What follows belongs to an exercise in optimizing a design on an open flow for small area, a short achievable clock period and few clock cycles per item; a production flow would make more cautious choices. The RTL was checked by simulation tests, not by an equivalence proof against the original design.

==> exp/zinc <==
==> flow/design.v (excerpt) <==
module GEMM #(parameter M = 4, K = 4, N = 4)(
    input wire clk,
    input wire reset_n,
    input wire in_valid,
    output wire in_ready,
    input wire [M*K*8-1:0] A_matrix,  
    input wire [K*N*8-1:0] B_matrix,  
    output wire out_valid,
    output wire [M*N*32-1:0] C_matrix  
);
    wire [127:0] a_q;
    wire [127:0] b_q;
    GEMMController ctrl (
        .clk(clk), .reset_n(reset_n), .in_valid(in_valid),
        .in_ready(in_ready), .out_valid(out_valid)
    );
    SystolicArray sa (
        .clk(clk), .A_matrix(A_matrix), .B_matrix(B_matrix), .a_q(a_q),
        .b_q(b_q)
    );
    genvar i, j;
    generate
        for (i = 0; i < M; i = i + 1) begin : row
            for (j = 0; j < N; j = j + 1) begin : col
                wire [17:0] s, t;
                PE pe (
                    .a0(a_q[(i*K+0)*8 +: 8]), .a1(a_q[(i*K+1)*8 +: 8]),
                    .a2(a_q[(i*K+2)*8 +: 8]), .a3(a_q[(i*K+3)*8 +: 8]),
                    .b0(b_q[(0*N+j)*8 +: 8]), .b1(b_q[(1*N+j)*8 +: 8]),
                    .b2(b_q[(2*N+j)*8 +: 8]), .b3(b_q[(3*N+j)*8 +: 8]),
  ...
==> flow/config.mk <==
export PLATFORM = sky130hd
export DESIGN_NAME = GEMM
export DESIGN_NICKNAME = GEMM
export VERILOG_FILES = /design/flow/design.v
export SDC_FILE = /design/flow/constraint.sdc
export NUM_CORES = 4
export LEC_CHECK = 0
export CAP_MARGIN = 20
export CORE_MARGIN = 2
export CORE_UTILIZATION = 55
export PLACE_DENSITY = 0.65
export SLEW_MARGIN = 20
export SYNTH_HIERARCHICAL = 1
==> flow/constraint.sdc <==
create_clock -name core_clock -period 11.0 [get_ports {clk}]
set_input_delay 2.2000 -clock core_clock [delete_from_list [all_inputs] [get_ports {clk}]]
set_output_delay 2.2000 -clock core_clock [all_outputs]
set_load 0.01 [all_outputs]
run.sh (not shown) runs the stock make flow with config.mk's settings and CLKGATE_MAP_FILE= SYNTH_SCRIPT=/design/flow/synth_recipe.tcl, a recipe that flattens the netlist after the stock synthesis.
==> inputs of exp/garnet, as changes to exp/zinc <==
- SETUP_SLACK_MARGIN: unset -> 5
==> reports/qor.yml <==
layout:
  fin_nets: 15800
outcome:
  status: "no timing/DRC/antenna violations"
global_routing:
  global_route.usage.met3: 0.152
-- figures above: exp/garnet

==> reports/qor.yml <==
routing:
  met2_length_um: 223000
  ant_nets: 1
outcome:
  so_faults: "antenna rules"
  status: "failed layout checks"
layout:
  fin_nets: 15800
global_routing:
  global_route.usage.met3: 0.152
-- figures above: exp/zinc

Testbench counts of exp/zinc, summed over its fixed seeds: cycles 784, items 768.
Testbench counts of exp/garnet, summed over its fixed seeds: cycles 784, items 768.

---

==> inputs of run D <==
Another version of the RTL of GEMM (not shown whole).
Settings: LEC_CHECK=0, CAP_MARGIN=20, CORE_MARGIN=2, CORE_UTILIZATION=60, PLACE_DENSITY=0.7, SLEW_MARGIN=20, SYNTH_HIERARCHICAL=1; clock period 11.0 ns.
standard.sh (not shown) runs the stock make flow with config.mk's settings and CLKGATE_MAP_FILE= SYNTH_SCRIPT=/design/flow/synth_recipe.tcl, a recipe that flattens the netlist after the stock synthesis.
==> flow/flow/run.sh <==
#!/bin/bash
set -euo pipefail
R=orfs/results/sky130hd/GEMM/base
bash standard.sh synth > flow_synth.log 2>&1
ODB=$R/1_synth.odb openroad -no_init -exit flow/downsize.tcl > flow_downsize.log 2>&1
touch $R/1_synth.sdc
bash standard.sh REMOVE_ABC_BUFFERS=1 SETUP_SLACK_MARGIN=7 MAX_REPAIR_ANTENNAS_ITER_DRT=15 \
  "BUFFER_PORTS_ARGS=-buffer_cell sky130_fd_sc_hd__buf_1" finish > flow_layout.log 2>&1
==> flow/flow/downsize.tcl <==
# Set every combinational cell of the synthesized netlist to its smallest drive
# strength (ABC sizes for a far larger load than the cells see). Registers keep
# their cells. The resizer later sizes up what timing needs.
read_liberty $::env(FLOW_HOME)/platforms/sky130hd/lib/sky130_fd_sc_hd__tt_025C_1v80.lib
read_db $::env(ODB)
set n 0
foreach inst [[ord::get_db_block] getInsts] {
  set m [[$inst getMaster] getName]
  if {[regexp {^(sky130_fd_sc_hd__[a-z0-9]+)_([0-9]+)$} $m -> base drive]} {
    if {[string match "*__df*" $base] || [string match "*__dl*" $base] || [string match "*__sdf*" $base]} { continue }
    if {$drive > 1 && [llength [get_lib_cells -quiet ${base}_1]] > 0} {
      replace_cell [$inst getName] ${base}_1
      incr n
    }
  }
}
puts "downsized $n cells"
write_db $::env(ODB)
==> inputs of run M, as changes to run D <==
- CORE_UTILIZATION: 60 -> 50
- PLACE_DENSITY: 0.7 -> 0.6
==> impl_metrics.env <==
export IMPL_status="complete, no violations"
export IMPL_max_slew_margin_pct=11.8
export IMPL_final_cells=15400
export IMPL_layout_common_cells="xnor2_1 (2186), fa_1 (1984), a22oi_1 (1792)"
export IMPL_track_usage_pct=41.3
export IMPL_final_core_util_pct=55.0
export IMPL_design_core_area_um2=253000
export IMPL_critPathBufInv=1
export IMPL_die_area_um2=258000
The numbers above come from run M.

==> impl_metrics.env <==
export IMPL_status="complete, no violations"
export IMPL_final_core_util_pct=65.9
export IMPL_track_usage_pct=47.4
export IMPL_die_area_um2=215000
export IMPL_critPathBufInv=0
export IMPL_grt_busiest_layer="met2"
export IMPL_seq_share_pct=21.1
export IMPL_max_slew_margin_pct=8.53
export IMPL_design_core_area_um2=210000
export IMPL_multi_input_comb_cells=9028
export IMPL_multi_input_area_um2=94000
The numbers above come from run D.

Testbench counts of run D, summed over its fixed seeds: cycles 792, items 768.
Testbench counts of run M, summed over its fixed seeds: cycles 792, items 768.

---

==> v16 <==
GEMM, a different RTL version from the one above (not shown whole).
## GEMM
module GEMM #(parameter M = 4, K = 4, N = 4)(
    input wire clk,
    input wire reset_n,
    input wire in_valid,
    output wire in_ready,
    input wire [M*K*8-1:0] A_matrix,  
    input wire [K*N*8-1:0] B_matrix,  
    output wire out_valid,
    output wire [M*N*32-1:0] C_matrix  
);
export LEC_CHECK = 0
export CAP_MARGIN = 20
export CORE_MARGIN = 2
export CORE_UTILIZATION = 55
export PLACE_DENSITY = 0.65
export SLEW_MARGIN = 20
export SYNTH_HIERARCHICAL = 1
create_clock -name core_clock -period 11.0 [get_ports {clk}]
==> flow/flow/run.sh <==
#!/bin/bash
set -euo pipefail
R=orfs/results/sky130hd/GEMM/base
bash standard.sh synth > flow_synth.log 2>&1
ODB=$R/1_synth.odb openroad -no_init -exit flow/downsize.tcl > flow_downsize.log 2>&1
touch $R/1_synth.sdc
bash standard.sh REMOVE_ABC_BUFFERS=1 SETUP_SLACK_MARGIN=6 MAX_REPAIR_ANTENNAS_ITER_DRT=15 \
  "BUFFER_PORTS_ARGS=-buffer_cell sky130_fd_sc_hd__buf_1" finish > flow_layout.log 2>&1
Scripts as last shown in full above: flow/flow/downsize.tcl
==> v15 (differences from v16) <==
--- a/flow/design.v
+++ b/flow/design.v
@@ -6,12 +6,11 @@
     input wire [3:0] neg0, one0, two0,
     input wire [3:0] neg1, one1, two1,
     input wire [3:0] neg2, one2, two2,
     input wire [3:0] neg3, one3, two3,
     input wire [8:0] nsum,
-    output wire [17:0] s,
-    output wire [17:0] t
+    output wire [49:0] q
 );
     wire pp1, pp2, pp3, pp4, pp5, pp6, pp7, pp8, pp9, pp10, pp11, pp12, pp13, pp14, pp15, pp16;
     wire pp17, pp18, pp19, pp20, pp21, pp22, pp23, pp24, pp25, pp26, pp27, pp28, pp29, pp30, pp31, pp32;
     wire pp33, pp34, pp35, pp36, pp37, pp38, pp39, pp40, pp41, pp42, pp43, pp44, pp45, pp46, pp47, pp48;
     wire pp49, pp50, pp51, pp52, pp53, pp54, pp55, pp56, pp57, pp58, pp59, pp60, pp61, pp62, pp63, pp64;
@@ -32,13 +31,11 @@
     wire s289, c290, s291, c292, s293, c294, s295, c296, s297, c298, s299, c300, s301, c302, s303, c304;
     wire s305, c306, s307, c308, s309, c310, s311, c312, s313, c314, s315, c316, s317, c318, s319, c320;
     wire s321, c322, s323, c324, s325, c326, s327, c328, s329, c330, s331, c332, s333, c334, s335, c336;
     wire s337, c338, s339, c340, s341, c342, s343, c344, s345, c346, s347, c348, s349, c350, s351, c352;
     wire s353, c354, s355, c356, s357, c358, s359, c360, s361, c362, s363, c364, s365, c366, s367, c368;
-    wire s369, c370, s371, c372, s373, c374, s375, c376, s377, c378, s379, c380, s381, c382, s383, c384;
-    wire s385, c386, s387, c388, s389, c390, s391, c392, s393, c394, s395, c396, s397, c398, s399, c400;
-    wire s401, c402, s403, c404, s405, c406, s407, c408, s409, c410, s411, c412, s413, c414;
+    wire s369, c370, s371, c372, s373, c374, s375, c376, s377, c378, s379, c380, s381, c382;
     SEL0 sel1 (.one(one0[0]), .neg(neg0[0]), .x(a0[0]), .p(pp1));
     SEL sel2 (.one(one0[0]), .two(two0[0]), .neg(neg0[0]), .x(a0[1]), .y(a0[0]), .p(pp2));
     SEL sel3 (.one(one0[0]), .two(two0[0]), .neg(neg0[0]), .x(a0[2]), .y(a0[1]), .p(pp3));
     SEL sel4 (.one(one0[0]), .two(two0[0]), .neg(neg0[0]), .x(a0[3]), .y(a0[2]), .p(pp4));
     SEL sel5 (.one(one0[0]), .two(two0[0]), .neg(neg0[0]), .x(a0[4]), .y(a0[3]), .p(pp5));
@@ -298,28 +295,11 @@
     FA fa104 (.a(c332), .b(s335), .c(c334), .s(s373), .co(c374));
     FA fa105 (.a(c336), .b(s339), .c(c338), .s(s375), .co(c376));
     FA fa106 (.a(s343), .b(c340), .c(s345), .s(s377), .co(c378));
     FA fa107 (.a(s347), .b(c344), .c(s349), .s(s379), .co(c380));
     HA ha10 (.a(1'b1), .b(c348), .s(s381), .co(c382));
-    HA ha11 (.a(pp73), .b(s295), .s(s383), .co(c384));
-    FA fa108 (.a(c352), .b(s297), .c(s353), .s(s385), .co(c386));
-    FA fa109 (.a(s301), .b(c354), .c(s355), .s(s387), .co(c388));
-    FA fa110 (.a(c356), .b(s305), .c(s357), .s(s389), .co(c390));
-    FA fa111 (.a(c358), .b(s309), .c(s359), .s(s391), .co(c392));
-    FA fa112 (.a(c360), .b(s313), .c(s361), .s(s393), .co(c394));
-    FA fa113 (.a(s317), .b(c362), .c(s363), .s(s395), .co(c396));
-    FA fa114 (.a(c364), .b(s321), .c(s365), .s(s397), .co(c398));
-    FA fa115 (.a(c366), .b(s325), .c(s367), .s(s399), .co(c400));
-    FA fa116 (.a(s329), .b(c368), .c(s369), .s(s401), .co(c402));
-    FA fa117 (.a(s333), .b(c370), .c(s371), .s(s403), .co(c404));
-    FA fa118 (.a(s337), .b(c372), .c(s373), .s(s405), .co(c406));
-    FA fa119 (.a(s341), .b(c374), .c(s375), .s(s407), .co(c408));
-    FA fa120 (.a(c342), .b(s377), .c(c376), .s(s409), .co(c410));
-    FA fa121 (.a(c346), .b(s379), .c(c378), .s(s411), .co(c412));
-    FA fa122 (.a(s381), .b(c350), .c(c380), .s(s413), .co(c414));
-    assign s = {1'b1, c382, s413, s411, c408, c406, c404, c402, c400, c398, c396, c394, c392, c390, c388, c386, c384, s351};
-    assign t = {1'b0, c414, c412, c410, s409, s407, s405, s403, s401, s399, s397, s395, s393, s391, s389, s387, s385, s383};
+    assign q = {1'b1, c382, c380, c350, s381, c378, s379, c346, c376, s377, c342, s375, c374, s341, s373, c372, s337, s371, c370, s333, s369, c368, s329, s367, s325, c366, s365, s321, c364, s363, c362, s317, s361, s313, c360, s359, s309, c358, s357, s305, c356, s355, c354, s301, s353, s297, c352, s351, s295, pp73};
 endmodule
 module FA (
     input wire a, b, c,
     output wire s, co
 );
@@ -349,10 +329,62 @@
     output wire s, co
 );
     assign s = a ^ b;
     assign co = a & b;
 endmodule
+module FIN (
+    input wire [49:0] q,
+    output wire [17:0] c
+);
+    wire s383, c384, s385, c386, s387, c388, s389, c390, s391, c392, s393, c394, s395, c396, s397, c398;
+    wire s399, c400, s401, c402, s403, c404, s405, c406, s407, c408, s409, c410, s411, c412, s413, c414;
+    HA ha0 (.a(q[0]), .b(q[1]), .s(s383), .co(c384));
+    FA fa0 (.a(q[3]), .b(q[4]), .c(q[5]), .s(s385), .co(c386));
+    FA fa1 (.a(q[6]), .b(q[7]), .c(q[8]), .s(s387), .co(c388));
+    FA fa2 (.a(q[10]), .b(q[11]), .c(q[9]), .s(s389), .co(c390));
+    FA fa3 (.a(q[12]), .b(q[13]), .c(q[14]), .s(s391), .co(c392));
+    FA fa4 (.a(q[15]), .b(q[16]), .c(q[17]), .s(s393), .co(c394));
+    FA fa5 (.a(q[18]), .b(q[19]), .c(q[20]), .s(s395), .co(c396));
+    FA fa6 (.a(q[21]), .b(q[22]), .c(q[23]), .s(s397), .co(c398));
+    FA fa7 (.a(q[24]), .b(q[25]), .c(q[26]), .s(s399), .co(c400));
+    FA fa8 (.a(q[27]), .b(q[28]), .c(q[29]), .s(s401), .co(c402));
+    FA fa9 (.a(q[30]), .b(q[31]), .c(q[32]), .s(s403), .co(c404));
+    FA fa10 (.a(q[33]), .b(q[34]), .c(q[35]), .s(s405), .co(c406));
+    FA fa11 (.a(q[36]), .b(q[37]), .c(q[38]), .s(s407), .co(c408));
+    FA fa12 (.a(q[39]), .b(q[40]), .c(q[41]), .s(s409), .co(c410));
+    FA fa13 (.a(q[42]), .b(q[43]), .c(q[44]), .s(s411), .co(c412));
+    FA fa14 (.a(q[45]), .b(q[46]), .c(q[47]), .s(s413), .co(c414));
+    wire [17:0] x = {q[49], q[48], c412, c410, c408, c406, c404, c402, c400, c398, c396, c394, c392, c390, c388, c386, c384, q[2]};
+    wire [17:0] y = {1'b0, c414, s413, s411, s409, s407, s405, s403, s401, s399, s397, s395, s393, s391, s389, s387, s385, s383};
+    CPA cpa (.p(x ^ y), .g(x & y), .ci(1'b0), .s(c));
+endmodule
+module CPA (
+    input wire [17:0] p,
+    input wire [17:0] g,
+    input wire ci,
+    output wire [17:0] s
+);
+    wire [18:0] gg [0:5];
+    wire [18:0] pp [0:5];
+    assign gg[0] = {g, ci};
+    assign pp[0] = {p, 1'b0};
+    genvar l, i;
+    generate
+        for (l = 0; l < 5; l = l + 1) begin : lvl
+            for (i = 0; i <= 18; i = i + 1) begin : pos
+                if (i >= (1 << l)) begin : comb
+                    assign gg[l+1][i] = gg[l][i] | (pp[l][i] & gg[l][i - (1 << l)]);
+                    assign pp[l+1][i] = pp[l][i] & pp[l][i - (1 << l)];
+                end else begin : pass
+                    assign gg[l+1][i] = gg[l][i];
+                    assign pp[l+1][i] = pp[l][i];
+                end
+            end
+        end
+    endgenerate
+    assign s = p ^ gg[5][17:0];
+endmodule
 module SystolicArray (
     input wire clk,
     input wire [127:0] A_matrix,
     input wire [127:0] B_matrix,
     output reg [127:0] a_q,
@@ -395,18 +427,18 @@
     input wire reset_n,
     input wire in_valid,
     output wire in_ready,
     output wire out_valid
 );
-    reg [1:0] v;
+    reg [2:0] v;
     assign in_ready = 1'b1;
-    assign out_valid = v[1];
+    assign out_valid = v[2];
     always @(posedge clk or negedge reset_n) begin
         if (!reset_n)
-            v <= 2'b00;
+            v <= 3'b000;
         else
-            v <= {v[0], in_valid};
+            v <= {v[1:0], in_valid};
     end
 endmodule
 module GEMM #(parameter M = 4, K = 4, N = 4)(
     input wire clk,
     input wire reset_n,
@@ -430,33 +462,29 @@
     );
     genvar i, j;
     generate
         for (i = 0; i < M; i = i + 1) begin : row
             for (j = 0; j < N; j = j + 1) begin : col
-                wire [17:0] s, t;
+                wire [49:0] q;
                 PE pe (
                     .a0(a_q[(i*K+0)*8 +: 8]), .a1(a_q[(i*K+1)*8 +: 8]),
                     .a2(a_q[(i*K+2)*8 +: 8]), .a3(a_q[(i*K+3)*8 +: 8]),
                     .neg0(neg_q[(0*N+j)*4 +: 4]), .one0(one_q[(0*N+j)*4 +: 4]), .two0(two_q[(0*N+j)*4 +: 4]),
                     .neg1(neg_q[(1*N+j)*4 +: 4]), .one1(one_q[(1*N+j)*4 +: 4]), .two1(two_q[(1*N+j)*4 +: 4]),
                     .neg2(neg_q[(2*N+j)*4 +: 4]), .one2(one_q[(2*N+j)*4 +: 4]), .two2(two_q[(2*N+j)*4 +: 4]),
                     .neg3(neg_q[(3*N+j)*4 +: 4]), .one3(one_q[(3*N+j)*4 +: 4]), .two3(two_q[(3*N+j)*4 +: 4]),
                     .nsum(nsum_q[j*9 +: 9]),
-                    .s(s), .t(t)
+                    .q(q)
                 );
-                wire [8:0] lo = {1'b0, s[7:0]} + {1'b0, t[7:0]};
-                reg [7:0] lo_q;
-                reg cy_q;
-                reg [9:0] s_q, t_q;
+                reg [49:0] q_q;
+                reg [17:0] c_q;
+                wire [17:0] c;
+                FIN fin (.q(q_q), .c(c));
                 always @(posedge clk) begin
-                    lo_q <= lo[7:0];
-                    cy_q <= lo[8];
-                    s_q <= s[17:8];
-                    t_q <= t[17:8];
+                    q_q <= q;
+                    c_q <= c;
                 end
-                wire [10:0] hi = {s_q, 1'b1} + {t_q, cy_q};
-                wire [17:0] c = {hi[10:1], lo_q};
-                assign C_matrix[(i*N+j)*32 +: 32] = {{14{c[17]}}, c};
+                assign C_matrix[(i*N+j)*32 +: 32] = {{14{c_q[17]}}, c_q};
             end
         end
     endgenerate
 endmodule
==> flow/flow/run.sh (replaced) <==
#!/bin/bash
set -euo pipefail
R=orfs/results/sky130hd/GEMM/base
bash standard.sh synth > flow_synth.log 2>&1
ODB=$R/1_synth.odb openroad -no_init -exit flow/downsize.tcl > flow_downsize.log 2>&1
touch $R/1_synth.sdc
bash standard.sh REMOVE_ABC_BUFFERS=1 SETUP_SLACK_MARGIN=7.1 MAX_REPAIR_ANTENNAS_ITER_DRT=15 \
  "BUFFER_PORTS_ARGS=-buffer_cell sky130_fd_sc_hd__buf_1" finish > flow_layout.log 2>&1
- CORE_UTILIZATION: 55 -> 50
- PLACE_DENSITY: 0.65 -> 0.6
==> v22 (differences from v16) <==
==> flow/flow/run.sh (replaced) <==
#!/bin/bash
set -euo pipefail
R=orfs/results/sky130hd/GEMM/base
bash standard.sh synth > flow_synth.log 2>&1
ODB=$R/1_synth.odb openroad -no_init -exit flow/downsize.tcl > flow_downsize.log 2>&1
touch $R/1_synth.sdc
bash standard.sh REMOVE_ABC_BUFFERS=1 SETUP_SLACK_MARGIN=6 MAX_REPAIR_ANTENNAS_ITER_DRT=15 finish > flow_layout.log 2>&1
==> impl_metrics.py <==
metrics = {
    "hold_path": {
        "worst_hold_startpoint": "ctrl.v[0]",
    },
    "floorplanning": {
        "die-area_um2": 206000,
    },
    "place": {
        "place_inst": 13307,
        "placed_cell_area_um2": 122000,
    },
    "worst_setup_path": {
        "crit_start": "row[3].col[2].s_q[7]",
    },
    "layout": {
        "multi_input_area_um2": 93700,
        "post-route-util": 0.639,
    },
    "status": {
        "status": "no timing/DRC/antenna violations",
    },
    "global_routing": {
        "grt_pass1_vias": 101245,
        "grt_first_pass_wirelength_um": 685000,
    },
    "routing": {
        "first_pass_iters": 12,
    },
}
(the above is from v22)
==> impl_metrics.py <==
metrics = {
    "status": {
        "status": "no timing/DRC/antenna violations",
    },
    "layout": {
        "multi_input_area_um2": 94000,
        "post-route-util": 0.551,
        "stdcell_area_um2": 140000,
    },
    "place": {
        "place_inst": 15071,
        "placed_cell_area_um2": 133000,
    },
    "floorplanning": {
        "die-area_um2": 258000,
    },
    "routing": {
        "first_pass_iters": 9,
    },
    "hold_path": {
        "worst_hold_startpoint": "ctrl.v[1]",
    },
    "global_routing": {
        "grt_pass1_vias": 109076,
        "grt_first_pass_wirelength_um": 769000,
    },
    "worst_setup_path": {
        "crit_start": "sa.a_q[88]",
    },
}
(the above is from v15)
==> impl_metrics.py <==
metrics = {
    "status": {
        "status": "no timing/DRC/antenna violations",
    },
    "global_routing": {
        "grt_pass1_vias": 98441,
    },
    "place": {
        "place_inst": 13304,
        "placed_cell_area_um2": 117000,
    },
    "layout": {
        "multi_input_area_um2": 93100,
    },
    "routing": {
        "first_pass_iters": 9,
    },
}
(the above is from v16)
Testbench counts of v16, summed over its fixed seeds: cycles 784, items 768.
Testbench counts of v15, summed over its fixed seeds: cycles 792, items 768.
Testbench counts of v22, summed over its fixed seeds: cycles 784, items 768.

==> afterwards: timing with drivers on the ports <==
Ports are ideal in the flow. The routed layouts listed here were re-timed in OpenROAD. Step 1: set_driving_cell puts a clkbuf_16 on clk and a buf_2 on each other input, an assumption about the parent block. Step 2, shift: input delay + t, output delay - t, t = (earliest + latest rising clock arrival at the registers) / 2. This alone moves slack from input paths to output paths. Three values: ideal, step 1, step 2; two values: the first two.
run	shift t [ns]	setup WS [ns]	hold slack, ns	slew at the worst register clock pin (ns)	pins driven straight from the clock port
exp/zinc	0.881	4.334 / 4.232 / 5.113	0.352 / 0.352 / 0.352	0.07 / 0.07	1
exp/garnet	0.883	5.028 / 4.926 / 5.720	0.352 / 0.352 / 0.352	0.07 / 0.07	1
run D	0.978	6.871 / 6.871 / 6.422	0.354 / 0.354 / 0.354	0.07 / 0.07	1
run M	0.964	6.947 / 6.947 / 6.542	0.357 / 0.357 / 0.357	0.07 / 0.07	1
v16	0.908	5.834 / 5.730 / 6.026	0.361 / 0.361 / 0.361	0.08 / 0.08	1
v15	0.966	7.066 / 7.066 / 6.530	0.357 / 0.357 / 0.357	0.07 / 0.07	1
v22	0.880	5.772 / 5.676 / 6.008	0.349 / 0.349 / 0.349	0.08 / 0.08	1
The setup slack of v15, which loses most, moves by 0.000 ns with the drivers and by -0.536 ns with both steps.
